What follows belongs to an exercise in optimizing a design on an open flow for small area and a short achievable clock period; a production flow would make more cautious choices. Function was checked by simulation only, so behaviour that the tests miss may differ from the original. No activity file was given, so power comes from the tool's default toggle rates. The clock port is modelled as an ideal driver; clocking choices that lean on that would not hold on a real chip.

==> flow/design.v, too long to show whole: its modules and the start of the top module <==
// module bxor: 3 lines
// module bmaj: 3 lines
// module bpp: 3 lines
// module bppn: 3 lines
// module baoi: 3 lines
// module boai: 3 lines
// module bnand: 3 lines
// module bnor: 3 lines
// module bxnor: 3 lines
// module pipelined_boothe_multiplier: 5108 lines
module pipelined_boothe_multiplier #(
    parameter WIDTH = 32
) (
    input clk,
    input reset,
    input en,
    input [WIDTH - 1: 0] md,
    input [WIDTH - 1: 0] mr,
    output [(2 * WIDTH) - 1: 0] s_result
);
  // ...
==> flow/run.sh <==
#!/bin/bash
# synth_recipe.tcl (not shown) runs the flow's synth.tcl, then flattens the netlist and writes it again
# the make line also repeats each setting of config.mk as NAME=value (left out here)
make -C /OpenROAD-flow-scripts/flow DESIGN_CONFIG=/design/flow/config.mk WORK_HOME=/design/flow/orfs CLKGATE_MAP_FILE= SYNTH_SCRIPT=/design/flow/synth_recipe.tcl finish
==> flow/config.mk <==
export PLATFORM = sky130hd
export DESIGN_NAME = pipelined_boothe_multiplier
export DESIGN_NICKNAME = pipelined_boothe_multiplier
export VERILOG_FILES = /design/flow/design.v
export SDC_FILE = /design/flow/constraint.sdc
export NUM_CORES = 4
export LEC_CHECK = 0
export CAP_MARGIN = 20
export CORE_MARGIN = 2
export CORE_UTILIZATION = 60
export CTS_CLUSTER_DIAMETER = 160
export CTS_CLUSTER_SIZE = 32
export PLACE_DENSITY = 0.7
export SETUP_SLACK_MARGIN = 2.85
export SLEW_MARGIN = 20
export SYNTH_HIERARCHICAL = 1
export SYNTH_MINIMUM_KEEP_SIZE = 0
==> flow/constraint.sdc <==
create_clock -name core_clock -period 5.0 [get_ports {clk}]
set_input_delay 1.0000 -clock core_clock [delete_from_list [all_inputs] [get_ports {clk}]]
set_output_delay 1.0000 -clock core_clock [all_outputs]
set_load 0.01 [all_outputs]
==> summary.txt, run 1 <==
Synth Area in Compound Gates - 10.4%
xor/xnor share of the synthesized area - 18.4%
vias per inst - 4.95
Yosys top cell by area - dfxtp_1
Register-to-Register Setup Slack - 2.90 ns
CP Launch Type - flip-flop
max-slew violation count - 0
Combinational Power Share - 35.6%
count leader, synth - dfxtp_1
HPWL after DPL - 85900 µm
M1 WL - 55400 µm
FF+latch area - 48000 µm²
Max VDD drop - 0.454 mV
Reg2Reg Depth - 7
mux share of post-synthesis cell area - 0.0257%
Syn Inst Count - 5784
die footprint - 133000 µm²
final WL - 122000 µm
met3 Usage GRT - 2.19%
status - complete, no violations
grt total ovfl - 0
Max power group - sequential cells
ys async rst share - 0%
signal buffers share of area - 2.02%
Tmin final - 2.16 ns
instance count on the critical path - 1
final setup fails - 0
Critical path origin - s32[14]$_SDFF_PN0_
Seq/Total Area, Yosys - 60.9%
FF+latch count - 2371
initial DRC count - 1355
pre-CTS WS - 2.15 ns
hold_buf cts - 0
Clk. pwr - 8.34 mW
hold endpoint - s6[22]$_DFF_P_
gr usage total - 18.4%
Max Buffers Root-to-Sink - 3
Met3 Routed Length - 3040 µm
skew final - 0.0542 ns
Tot Pwr - 61.2 mW
Max transition margin - 53.5%
vias - 38700
die width - 364 µm
==> inputs of run 2 (changes only) <==
--- a/flow/config.mk
+++ b/flow/config.mk
@@ -10,6 +10,6 @@
 export CORE_UTILIZATION = 60
-export CTS_CLUSTER_DIAMETER = 160
-export CTS_CLUSTER_SIZE = 32
+export CTS_CLUSTER_DIAMETER = 100
+export CTS_CLUSTER_SIZE = 30
 export PLACE_DENSITY = 0.7
-export SETUP_SLACK_MARGIN = 2.85
+export SETUP_SLACK_MARGIN = 2.8
 export SLEW_MARGIN = 20
==> summary.txt, run 2 <==
initial antenna violation count - 1
Synth area leaders - dfxtp_1 (61%), xor2_1 (12%), xnor2_1 (6.3%)
grt met2 use - 33.4%
Yosys top cell by area - dfxtp_1
syn_nets - 5879
Final Hold Fails - 0
Leak - 33.2 nW
Tmin final - 2.17 ns (+0.00887 ns)
count leader, synth - dfxtp_1
gr usage total - 18.5% (+0.10 points)
post-synth top area share - 60.9%
Worst path max stage delay - 0.32 ns
vias per inst - 4.96 (+0.35%)
unique cell type count in the Yosys netlist - 39
Clk Latency, worst-skew pair - 0.73 ns
DR pass1 iterations - 5
Diodes inserted - 0
met1 usage - 23.3%
ANT nets after route - 0
area of the multi-input gates - 30600 µm²
final WL - 122000 µm (+0.23%)
Critical Path, Cell by Cell - buf_2
crit-path max FO - 1
CP max stage cell - dfxtp_1
crit share post-route - 43.4%
PwrDens - 722 nW/µm²
Worst-Margin Slew - 0.701 ns
row count - 132
# H-tree levels - 3
final hold slack - 0.308 ns
synthesized area per cell - 13.5 µm²
Placed Area - 81400 µm²
max-slew violation count - 0 (unchanged)
most common cell after layout, fill and taps aside - dfxtp_1
Critical Path AT - 1.17 ns
largest net degree at the start of global routing - 33
Seq/Total Area, Yosys - 60.9% (unchanged)
WL per Instance - 15.7 µm
Hold Path Class - reg2reg
layout cells sized above 1 - 25.0%
die footprint - 133000 µm² (unchanged)
ys async rst share - 0% (unchanged)
GRT busiest layer - met2
RSZ-0062 raised after global routing - yes
CP Capture Type - output pin
top_reg_cell synth - dfxtp_1
first-pass GRT wire length - 201000 µm
core area - 129000 µm²
die width - 364 µm (unchanged)
top flop regs - s3 (152), s4 (152), s2 (150)
Seq cells post-synth - 2371
Residual DRC - 0
via count of the first global-routing pass - 38800
number of synthesized flops with an enable pin - 0
CTS tree - built
status - complete, no violations
total CTS buffers - 93
synthesis-to-layout area growth - 9.04%
initial DRC count - 1557 (+15%)
fin cells - 7775
synth cell count leaders - dfxtp_1 (2371), xor2_1 (1074), xnor2_1 (561)
Crit path required time - 4.00 ns
most frequent cells in the layout - dfxtp_1 (2169), xor2_1 (1033), xnor2_1 (560)
Max transition margin - 53.1% (-0.34 points)
Ys Warns - 7
met3 Usage GRT - 2.33% (+0.14 points)
CTS clk-pin slew, worst paths - 0.11 ns
Syn Inst Count - 5784 (unchanged)
I/O Pins - 131
CP Launch Type - flip-flop
final setup fails - 0 (unchanged)
root buffer cell - clkbuf_16
Layout fillers - 9603
Synth Cell Area - 77900 µm²
nets@finish - 6108
FF+latch area - 47900 µm² (-0.18%)
Final GP Congestion - 0.828
Max Buffers Root-to-Sink - 3 (unchanged)
input/output buffers - 129
skew final - 0.0558 ns (+0.00156 ns)
vias - 38600 (-0.18%)
FMAX - 461 MHz
HPWL after DPL - 86700 µm (+0.97%)
Max Cap Violations - 0
placed instance count - 7649
Buf+Inv Stages, Crit Path - 1
cell family with most CP delay - flip-flops
Setup TNS - 0 ns
clock sink count - 2371
grt total ovfl - 0 (unchanged)
Max VDD drop - 0.382 mV (-16%)
Chip Height - 364 µm
Layout Cell Area excl Fill - 85000 µm²
Initial Util - 60.3%
Setup CP Type - reg2out
[run 2: cell types whose count changed in the layout (fill, tap and decap cells not counted), sizes merged]
cell	delta
buf	-65
clkbuf	+13
inv	+8
bufinv	+1
clkinv	+1
nor2b	+1
[run 2: power by group]
part | switching [mW] | internal [mW]
sequential | 3.11 | 27.9
clock | 5.40 | 3.61
combinational | 11.6 | 9.76
[run 2: modules after synthesis (local to each module, per instance)]
| module | flip-flops and latches | copies in the design | cells inside |
|---|---|---|---|
| baoi | 0 | 99 | 1 |
| bpp | 0 | 256 | 2 |
| bnand | 0 | 78 | 1 |
| bnor | 0 | 60 | 1 |
| bxnor | 0 | 21 | 1 |
| bmaj | 0 | 431 | 1 |
| bxor | 0 | 1050 | 1 |
| bppn | 0 | 256 | 2 |
| pipelined_boothe_multiplier | 2371 | 1 | 2943 |
| boai | 0 | 78 | 1 |
[run 2: area by class of cell]
cell class	count	area share, %
Clock inverter	18	0.393
Inverter	105	0.464
Sequential cell	2371	56.4
Clock buffer	97	2.81
Tap cell	1742	2.57
Multi-Input combinational cell	3302	36.0
Timing Repair Buffer	140	1.40
[run 2: worst paths after layout]
kind	start	endpoint	slack (ns)	cells past startpoint
worst min register to register	s10[14]$_DFF_P_	s11[14]$_DFF_P_	0.31	0
worst min-delay path	s10[14]$_DFF_P_	s11[14]$_DFF_P_	0.31	0
worst max register to register	s5[82]$_DFF_P_	s6[60]$_DFF_P_	2.86	8
worst max-delay path	s32[36]$_SDFF_PN0_	s_result[36]	2.83	1
[run 2: kinds of logic after synthesis]
logic type	synth area share, %
xor+xnor	18.4
flops	60.9
mux	0.0257
other cells	0.00481
buf+inv	0.548
simple gates	3.04
compound gates	10.4
fa+ha+maj	6.70
[run 2: metrics by stage]
step	util [%]	total power, mW	setup slack, ns
2_1_floorplan	-	47.7	2.82
4_1_cts	65.4	62.0	2.63
3_5_place_dp	63.0	52.6	2.17
6_report	65.8	61.4	2.83
3_3_place_gp	63.0	52.0	2.22
5_1_grt	65.8	65.7	2.71
[run 2: what timing repair did]
action / 4_1_cts / 5_1_grt
hold buffers: 0 / 0
setup endpoints to repair: 388 / 258
resized for setup: 481 / 132
pin swaps: 0 / 2
setup buffers: 0 / 9
cloned: 1 / 1
[run 2: per-layer routing]
metal | wire length (µm) | share of wire (%)
met1 | 55500 | 45
met2 | 61300 | 50
met3 | 2880 | 2.4
met4 | 2710 | 2.2
met5 | 0 | 0

==> port drivers added, routing unchanged <==
Ports are ideal in the flow. The routed layouts listed here were re-timed in OpenROAD.
Step 1: set_driving_cell puts a clkbuf_16 on clk and a buf_2 on each other input, an assumption about the parent block.
Step 2 moves the port delays by t, midway between the first and last clock arrival at a register: inputs arrive t later, outputs are due t later. That takes back most of the time a late clock gives input paths.
Slacks: ideal ports / drivers / drivers and shift; pairs: ideal ports / drivers.
run	t, ns	setup WS [ns]	slew at the worst register clock pin (ns)
run 1	0.791	2.841 / 2.765 / 2.397	0.12 / 0.12
run 2	0.783	2.832 / 2.760 / 2.395	0.11 / 0.11
After both steps setup and hold are still met in every run listed. The setup slack of run 1, which loses most, moves by -0.076 ns with the drivers and by -0.444 ns with both steps.
